Source: an optimization exercise on an open RTL-to-GDS flow (aim: small area, a short achievable clock period and few clock cycles). Production flows keep margins and buffers that such runs may drop.
Only simulation tests tie the RTL to the original design; equivalence was not proved.
Power and IR drop assume default switching activity.

==> pepper: inputs <==
## CHIP
module CHIP (	clk,
                rst_n,
                mem_read_D,
                mem_write_D,
                mem_addr_D,
                mem_wdata_D,
                mem_rdata_D,
                mem_ready_D,
                mem_read_I,
                mem_write_I,
                mem_addr_I,
                mem_wdata_I,
                mem_rdata_I,
                mem_ready_I,
                DCACHE_addr,
                DCACHE_wdata,
                DCACHE_wen
            );
Settings: LEC_CHECK=0, CAP_MARGIN=20, CORE_MARGIN=2, CORE_UTILIZATION=45, PLACE_DENSITY=0.6, SLEW_MARGIN=20, SETUP_SLACK_MARGIN=7.5; clock period 12.0 ns.
standard.sh (not shown) runs the stock make flow with config.mk's settings and CLKGATE_MAP_FILE= SYNTH_SCRIPT=/design/flow/synth_recipe.tcl, a recipe that flattens the netlist after the stock synthesis.
==> flow/flow/run.sh <==
#!/bin/bash
set -euo pipefail
cd "$(dirname "$0")/.."
echo "export SETUP_SLACK_MARGIN = 7.5" >> config.mk
bash standard.sh > standard.log 2>&1
==> delta: changes against pepper <==
--- a/flow/design.v
+++ b/flow/design.v
@@ -32,58 +32,73 @@
 output	[29:0]	DCACHE_addr;
 output	[31:0]	DCACHE_wdata;
 output			DCACHE_wen;
     integer i;
     function [31:0] swap;
         input [31:0] v;
         swap = {v[7:0], v[15:8], v[23:16], v[31:24]};
     endfunction
+    function [119:0] ipack;
+        input [127:0] l;
+        integer n;
+        reg [31:0] w;
+        begin
+            for (n = 0; n < 4; n = n + 1) begin
+                w = swap(l[n*32 +: 32]);
+                ipack[n*30 +: 30] = w[31:2];
+            end
+        end
+    endfunction
     reg  [29:0] pc;                  
     reg         d_valid;
     reg  [29:0] d_pc;
     reg  [31:0] d_ins;
     reg         e_we, e_load, e_store, e_br, e_bne, e_pred, e_jalr, e_link;
     reg  [4:0]  e_rd;
     reg  [31:0] e_a, e_b, e_sd;
     reg         e_fm1, e_fw1, e_fm2, e_fw2, e_sfm, e_sfw;
     reg         e_sub, e_sra;
     reg  [5:0]  e_fsel;              
     reg         e_sl;                
     reg  [29:0] e_alt;               
-    reg  [29:0] e_pc4;               
     reg         m_we, m_load, m_store;
     reg  [4:0]  m_rd;
     reg  [31:0] m_res, m_sd;
     reg  [29:0] st_addr;             
     reg         w_we;
     reg  [4:0]  w_rd;
     reg  [31:0] w_data;
     reg  [31:0] regs [1:31];
+    reg         pv, pdone;
+    reg  [4:0]  prd;
+    reg  [1:0]  pword;
+    reg  [31:0] pdata;
+    wire        go_pend;
     wire        freeze;              
     wire        ex_redirect;
     wire [29:0] ex_target;
     reg  [1:0]   iv [0:3];           
     reg  [25:0]  it0 [0:3], it1 [0:3];
-    reg  [127:0] id0 [0:3], id1 [0:3];
+    reg  [119:0] id0 [0:3], id1 [0:3];
     reg  [3:0]   ilru;               
     reg          ibusy;
     reg  [27:0]  ireq;
     reg          sbv;
     reg  [27:0]  sbtag;
-    reg  [127:0] sbdat;
+    reg  [119:0] sbdat;
     wire [27:0] pc_line = pc[29:2];
     wire [1:0]  pset    = pc[3:2];
     wire        ih0 = iv[pset][0] & (it0[pset] == pc[29:4]);
     wire        ih1 = iv[pset][1] & (it1[pset] == pc[29:4]);
     wire        ihs = sbv & (sbtag == pc_line);
     wire        ifwd = mem_ready_I & (ireq == pc_line);
-    wire [127:0] iline = ih0 ? id0[pset] : ih1 ? id1[pset] : ihs ? sbdat : mem_rdata_I;
+    wire [119:0] iline = ih0 ? id0[pset] : ih1 ? id1[pset] : ihs ? sbdat : ipack(mem_rdata_I);
     wire        if_ok = ih0 | ih1 | ihs | ifwd;
-    wire [31:0] if_ins = swap(iline[pc[1:0]*32 +: 32]);
+    wire [31:0] if_ins = {iline[pc[1:0]*30 +: 30], 2'b11};
     wire [27:0] nl1 = pc_line + 28'd1;
     wire [27:0] nl2 = pc_line + 28'd2;
     wire        c1 = (iv[nl1[1:0]][0] & (it0[nl1[1:0]] == nl1[27:2])) |
                      (iv[nl1[1:0]][1] & (it1[nl1[1:0]] == nl1[27:2]));
     wire        c2 = (iv[nl2[1:0]][0] & (it0[nl2[1:0]] == nl2[27:2])) |
                      (iv[nl2[1:0]][1] & (it1[nl2[1:0]] == nl2[27:2]));
     wire        s1 = sbv & (sbtag == nl1);
     wire        s2 = sbv & (sbtag == nl2);
@@ -116,21 +131,22 @@
                 end
                 ilru[sset] <= ~sway;
             end
             if (ibusy) begin
                 if (mem_ready_I) begin
                     ibusy <= 1'b0;
                     sbv   <= 1'b1;
                     sbtag <= ireq;
-                    sbdat <= mem_rdata_I;
+                    sbdat <= ipack(mem_rdata_I);
                 end
             end else if (!if_ok && !e_br && !e_jalr && !id_jump) begin
                 ibusy <= 1'b1;
                 ireq  <= pc_line;
+            end else if (e_br || e_jalr || id_jump || (d_valid && (is_br || is_jr))) begin
             end else if (!c1 && !s1) begin
                 ibusy <= 1'b1;
                 ireq  <= nl1;
             end else if ((c1 || s1) && !c2 && !s2) begin
                 ibusy <= 1'b1;
                 ireq  <= nl2;
             end
         end
@@ -154,19 +170,21 @@
     wire [31:0] imm_s = {{20{d_ins[31]}}, d_ins[31:25], d_ins[11:7]};
     wire [29:0] imm_b = {{20{d_ins[31]}}, d_ins[7], d_ins[30:25], d_ins[11:9]};
     wire [29:0] imm_j = {{12{d_ins[31]}}, d_ins[19:12], d_ins[20], d_ins[30:22]};
     wire [29:0] br_tgt = d_pc + imm_b;
     wire [29:0] j_tgt  = d_pc + imm_j;
     wire [29:0] pc4    = d_pc + 30'd1;
     wire [31:0] r1 = (rs1 == 5'd0) ? 32'd0 : (w_we && w_rd == rs1) ? w_data : regs[rs1];
     wire [31:0] r2 = (rs2 == 5'd0) ? 32'd0 : (w_we && w_rd == rs2) ? w_data : regs[rs2];
-    wire ld_use = d_valid & e_load & (e_rd != 5'd0) &
-                  ((use1 & (rs1 == e_rd)) | (use2 & (rs2 == e_rd)));
-    wire pred   = is_br & d_ins[31];     
+    wire ld_use = d_valid & (
+                  (e_load & (e_rd != 5'd0) & ((use1 & (rs1 == e_rd)) | (use2 & (rs2 == e_rd)))) |
+                  (m_load & (m_rd != 5'd0) & ((use1 & (rs1 == m_rd)) | (use2 & (rs2 == m_rd)))) |
+                  (pv & (prd != 5'd0) & ((use1 & (rs1 == prd)) | (use2 & (rs2 == prd)))));
+    wire pred   = is_br & ((rs1 == rs2) ? ~f3[0] : (d_ins[31] | f3[0]));
     assign id_jump = d_valid & (is_jal | pred);
     assign id_redirect = d_valid & (is_jal | pred) & ~ld_use & ~freeze & ~ex_redirect;
     wire [29:0] id_target = is_jal ? j_tgt : br_tgt;
     wire m1 = e_we & (e_rd != 5'd0) & (e_rd == rs1);
     wire w1 = m_we & (m_rd != 5'd0) & (m_rd == rs1);
     wire m2 = e_we & (e_rd != 5'd0) & (e_rd == rs2);
     wire w2 = m_we & (m_rd != 5'd0) & (m_rd == rs2);
     wire useimm = is_i | is_ld | is_st | is_jr;
@@ -199,18 +217,17 @@
             e_sra  <= fn[3];
             e_sl   <= fn[2:0] == 3'b001;
             e_fsel <= {fn[1:0] == 2'b01,                
                        fn[2:0] == 3'b010,               
                        fn[2:0] == 3'b100,               
                        fn[2:0] == 3'b110,               
                        fn[2:0] == 3'b111,               
                        fn[2:0] == 3'b000};              
-            e_alt  <= pred ? pc4 : br_tgt;
-            e_pc4  <= pc4;
+            e_alt  <= (pred | ~is_br) ? pc4 : br_tgt;    
         end
     end
     wire [31:0] opa = e_fm1 ? m_res : e_fw1 ? w_data : e_a;
     wire [31:0] opb = e_fm2 ? m_res : e_fw2 ? w_data : e_b;
     wire [31:0] sdv = e_sfm ? m_res : e_sfw ? w_data : e_sd;
     wire [31:0] sum = opa + (e_sub ? ~opb : opb) + {31'd0, e_sub};
     wire        lt  = (opa[31] ^ opb[31]) ? opa[31] : sum[31];
     wire [31:0] shr = $signed({e_sra & opa[31], opa}) >>> opb[4:0];
@@ -227,17 +244,17 @@
     always @(posedge clk) begin
         if (!rst_n) begin
             m_we <= 1'b0; m_load <= 1'b0; m_store <= 1'b0;
         end else if (!freeze) begin
             m_we    <= e_we;
             m_load  <= e_load;
             m_store <= e_store;
             m_rd    <= e_rd;
-            m_res   <= e_link ? {e_pc4, 2'b00} : alu;
+            m_res   <= e_link ? {e_alt, 2'b00} : alu;
             m_sd    <= sdv;
             if (e_store) st_addr <= sum[31:2];
         end
     end
     localparam ND = 8;
     localparam NB = 3;
     reg  [ND-1:0] dv, dd;
     reg  [3:0]    dm   [0:ND-1];
@@ -255,75 +272,79 @@
     end
     wire          taghit = |dh;
     wire          wvalid = |(dh & dwv);
     reg  [NB-1:0] hidx;
     always @(*) begin
         hidx = {NB{1'b0}};
         for (i = 0; i < ND; i = i + 1) if (dh[i]) hidx = hidx | i[NB-1:0];
     end
-    wire          eng_idle  = est == 2'd0;
+    wire          eng_idle  = ~est[0] & ~est[1];
     wire          vdirty    = dv[vptr] & dd[vptr];
     wire [NB-1:0] vptr1     = vptr + 1'b1;
     wire          cln_sel   = ~vdirty;
-    reg  [NB-1:0] cptr;
+    reg  [NB-1:0] cfind, cptr;
     integer j;
     always @(*) begin
-        cptr = vptr;
+        cfind = vptr;
         for (j = ND-1; j >= 0; j = j - 1)
-            if (dv[vptr + j[NB-1:0]] & dd[vptr + j[NB-1:0]]) cptr = vptr + j[NB-1:0];
+            if (dv[vptr + j[NB-1:0]] & dd[vptr + j[NB-1:0]]) cfind = vptr + j[NB-1:0];
     end
+    always @(posedge clk) cptr <= cfind;
     wire          cdirty    = dv[cptr] & dd[cptr];
+    reg           blk;
     wire          alloc_ok  = ~vdirty & (eng_idle | (eline != vptr));
-    wire          fill_now  = (est == 2'd1) & mem_ready_D;
-    wire          st_wbhit  = ((est == 2'd2) | fill_now) & dh[eline];
-    wire          ld_fwd    = (est == 2'd1) & mem_ready_D & dh[eline] & ~wvalid;
-    assign freeze = (m_load & ~(taghit & wvalid) & ~ld_fwd) |
-                    (m_store & (taghit ? st_wbhit : ~alloc_ok));
+    wire          fill_now  = est[0] & mem_ready_D;
+    wire          st_wbhit  = (est[1] & dh[eline]) | fill_now;
+    wire          ld_fwd    = est[0] & mem_ready_D & dh[eline] & ~wvalid;
+    assign freeze = (m_load & ~(taghit & wvalid) & ~ld_fwd & ~go_pend) |
+                    (m_store & (taghit ? st_wbhit : (~alloc_ok | fill_now)));
     wire          st_hit    = m_store & taghit & ~st_wbhit;
-    wire          st_alloc  = m_store & ~taghit & alloc_ok;
+    wire          st_alloc  = m_store & ~taghit & alloc_ok & ~fill_now;
     wire          ld_alloc  = m_load & ~taghit & alloc_ok & eng_idle;
     wire          ld_fill   = m_load & taghit & ~wvalid & eng_idle;
+    assign        go_pend   = (ld_alloc | ld_fill) & ~pv;
     reg  [127:0] dline;
     always @(*) begin
         dline = 128'd0;
         for (i = 0; i < ND; i = i + 1) dline = dline | ({128{dh[i]}} & ddat[i]);
     end
     wire [31:0] ld_val = swap(ld_fwd ? mem_rdata_D[m_word*32 +: 32] : dline[m_word*32 +: 32]);
     wire [31:0] st_val = swap(m_sd);
-    assign mem_read_D  = est == 2'd1;
-    assign mem_write_D = est == 2'd2;
+    assign mem_read_D  = est[0];
+    assign mem_write_D = est[1];
     reg  [27:0]  eaddr;
     reg  [127:0] ewdata;
     assign mem_addr_D  = eaddr;
     assign mem_wdata_D = ewdata;
     assign DCACHE_wen   = m_store;
     assign DCACHE_addr  = st_addr;
     assign DCACHE_wdata = st_val;
+    always @(posedge clk) blk <= rst_n & freeze & (m_load | m_store) & ~taghit & vdirty;
     integer k;
     always @(posedge clk) begin
         if (!rst_n) begin
             dv <= {ND{1'b0}};
             dd <= {ND{1'b0}};
             vptr <= {NB{1'b0}};
             est <= 2'd0;
             eline <= {NB{1'b0}};
         end else begin
             case (est)
             2'd0: begin
                 if (ld_fill) begin
-                    est <= 2'd1; eline <= hidx; eaddr <= m_line;
+                    est <= 2'd1; eline <= hidx;
                 end else if (ld_alloc) begin
-                    est <= 2'd1; eline <= vptr; eaddr <= m_line;
-                end else if (cdirty & ~(m_store & dh[cptr]) & ~(st_alloc & cln_sel)) begin
+                    est <= 2'd1; eline <= vptr;
+                end else if (cdirty & ((~m_load & ~m_store) | (blk & vdirty))) begin
                     est    <= (dm[cptr] == 4'hf) ? 2'd2 : 2'd1;
                     eline  <= cptr;
-                    eaddr  <= dtag[cptr];
-                    ewdata <= ddat[cptr];
                 end
+                eaddr  <= (m_load & ~(blk & vdirty)) ? m_line : dtag[cptr];
+                ewdata <= ddat[cptr];
             end
             2'd1: if (mem_ready_D) begin
                 est <= 2'd0;
                 dm[eline] <= 4'hf;
             end
             default: if (mem_ready_D) begin
                 est <= 2'd0;
                 dd[eline] <= 1'b0;
@@ -342,30 +363,49 @@
             end
         end
     end
     wire [ND-1:0] st_line = ({ND{st_hit}} & dh) | ({ND{st_alloc}} & ({{(ND-1){1'b0}}, 1'b1} << vptr));
     always @(posedge clk) begin
         for (i = 0; i < ND; i = i + 1)
             for (k = 0; k < 4; k = k + 1)
                 if ((fill_now & (eline == i) & ~dm[i][k]) | (st_line[i] & (m_word == k)))
-                    ddat[i][k*32 +: 32] <= (fill_now & (eline == i)) ? mem_rdata_D[k*32 +: 32] : st_val;
+                    ddat[i][k*32 +: 32] <= fill_now ? mem_rdata_D[k*32 +: 32] : st_val;
     end
     always @(posedge clk) begin
         if (!rst_n) begin
             w_we <= 1'b0;
         end else if (!freeze) begin
-            w_we   <= m_we;
+            w_we   <= m_we & ~go_pend;
             w_rd   <= m_rd;
             w_data <= m_load ? ld_val : m_res;
         end
     end
+    wire p_kill = pv & w_we & (w_rd == prd);
+    wire p_wr   = pv & pdone & ~w_we;
+    always @(posedge clk) begin
+        if (!rst_n) begin
+            pv <= 1'b0;
+            pdone <= 1'b0;
+        end else begin
+            if (go_pend) begin
+                pv <= 1'b1; pdone <= 1'b0; prd <= m_rd; pword <= m_word;
+            end else if (p_kill | p_wr) begin
+                pv <= 1'b0; pdone <= 1'b0;
+            end else if (pv & ~pdone & fill_now) begin
+                pdone <= 1'b1;
+                pdata <= swap(mem_rdata_D[pword*32 +: 32]);
+            end
+        end
+    end
     always @(posedge clk) begin
         if (!rst_n) begin
             for (i = 1; i < 32; i = i + 1) regs[i] <= 32'd0;
+        end else if (p_wr) begin
+            if (prd != 5'd0) regs[prd] <= pdata;
         end else if (w_we && w_rd != 5'd0) begin
             regs[w_rd] <= w_data;
         end
     end
     always @(posedge clk) begin
         if (!rst_n) begin
             pc <= 30'd0;
             d_valid <= 1'b0;
==> comparison table <==
| item | pepper | delta |
|---|---|---|
| Status | finished clean | finished clean |
| Standard cell with the maximum stage delay on the critical path | sky130_fd_sc_hd__or4b_4 | sky130_fd_sc_hd__mux2i_2 |
| Filler instances | 41,000 | 38,500 |
| Synthesized flop and latch total | 4,266 | 4,314 |
| Gate power share | 15.4% | 13.9% |
| Number of setup buffers added after CTS | 324 | 192 |
| Number of logic stages on the critical path including buffering | 19 | 9 |
| Clock Sink Count | 4,266 | 4,314 |
| Vias per cell | 6.62 | 6.63 |
| Sequential power share | 46.1% | 47.2% |
| Number of synthesized flops with an enable pin | 4,186 | 4,228 |
| Met2 usage | 50.3% | 49.4% |
| Highest fanout seen on the critical path | 5 | 47 |
| Arrival time at the worst endpoint | 5.69 ns | 5.57 ns |
Testbench counts of pepper, summed over its fixed seeds: cycles 161,696.
Testbench counts of delta, summed over its fixed seeds: cycles 155,788.

## afterwards: timing with drivers on the ports
How much do the figures lean on ideal ports? The routed layouts below were timed once more, with nothing changed but the port constraints. Step 1: set_driving_cell puts a clkbuf_16 on clk and a buf_2 on each other input, an assumption about the parent block. Step 2, shift: input delay + t, output delay - t, t = (earliest + latest rising clock arrival at the registers) / 2. This alone moves slack from input paths to output paths. Three values: ideal ports, drivers, drivers and shift; two values: the first two.
| run | t (ns) | slack for setup (ns) | hold WS [ns] | worst slew at a driven data input, ns |
|---|---|---|---|---|
| pepper | 1.166 | 7.082 / 7.082 / 6.281 | 0.474 / 0.474 / 0.474 | 0.26 |
| delta | 1.158 | 7.207 / 7.207 / 6.312 | 0.474 / 0.474 / 0.474 | 0.12 |
After both steps setup and hold are still met in every run listed. For delta, which loses most, drivers alone change the setup slack by 0.000 ns; drivers and shift together by -0.895 ns.
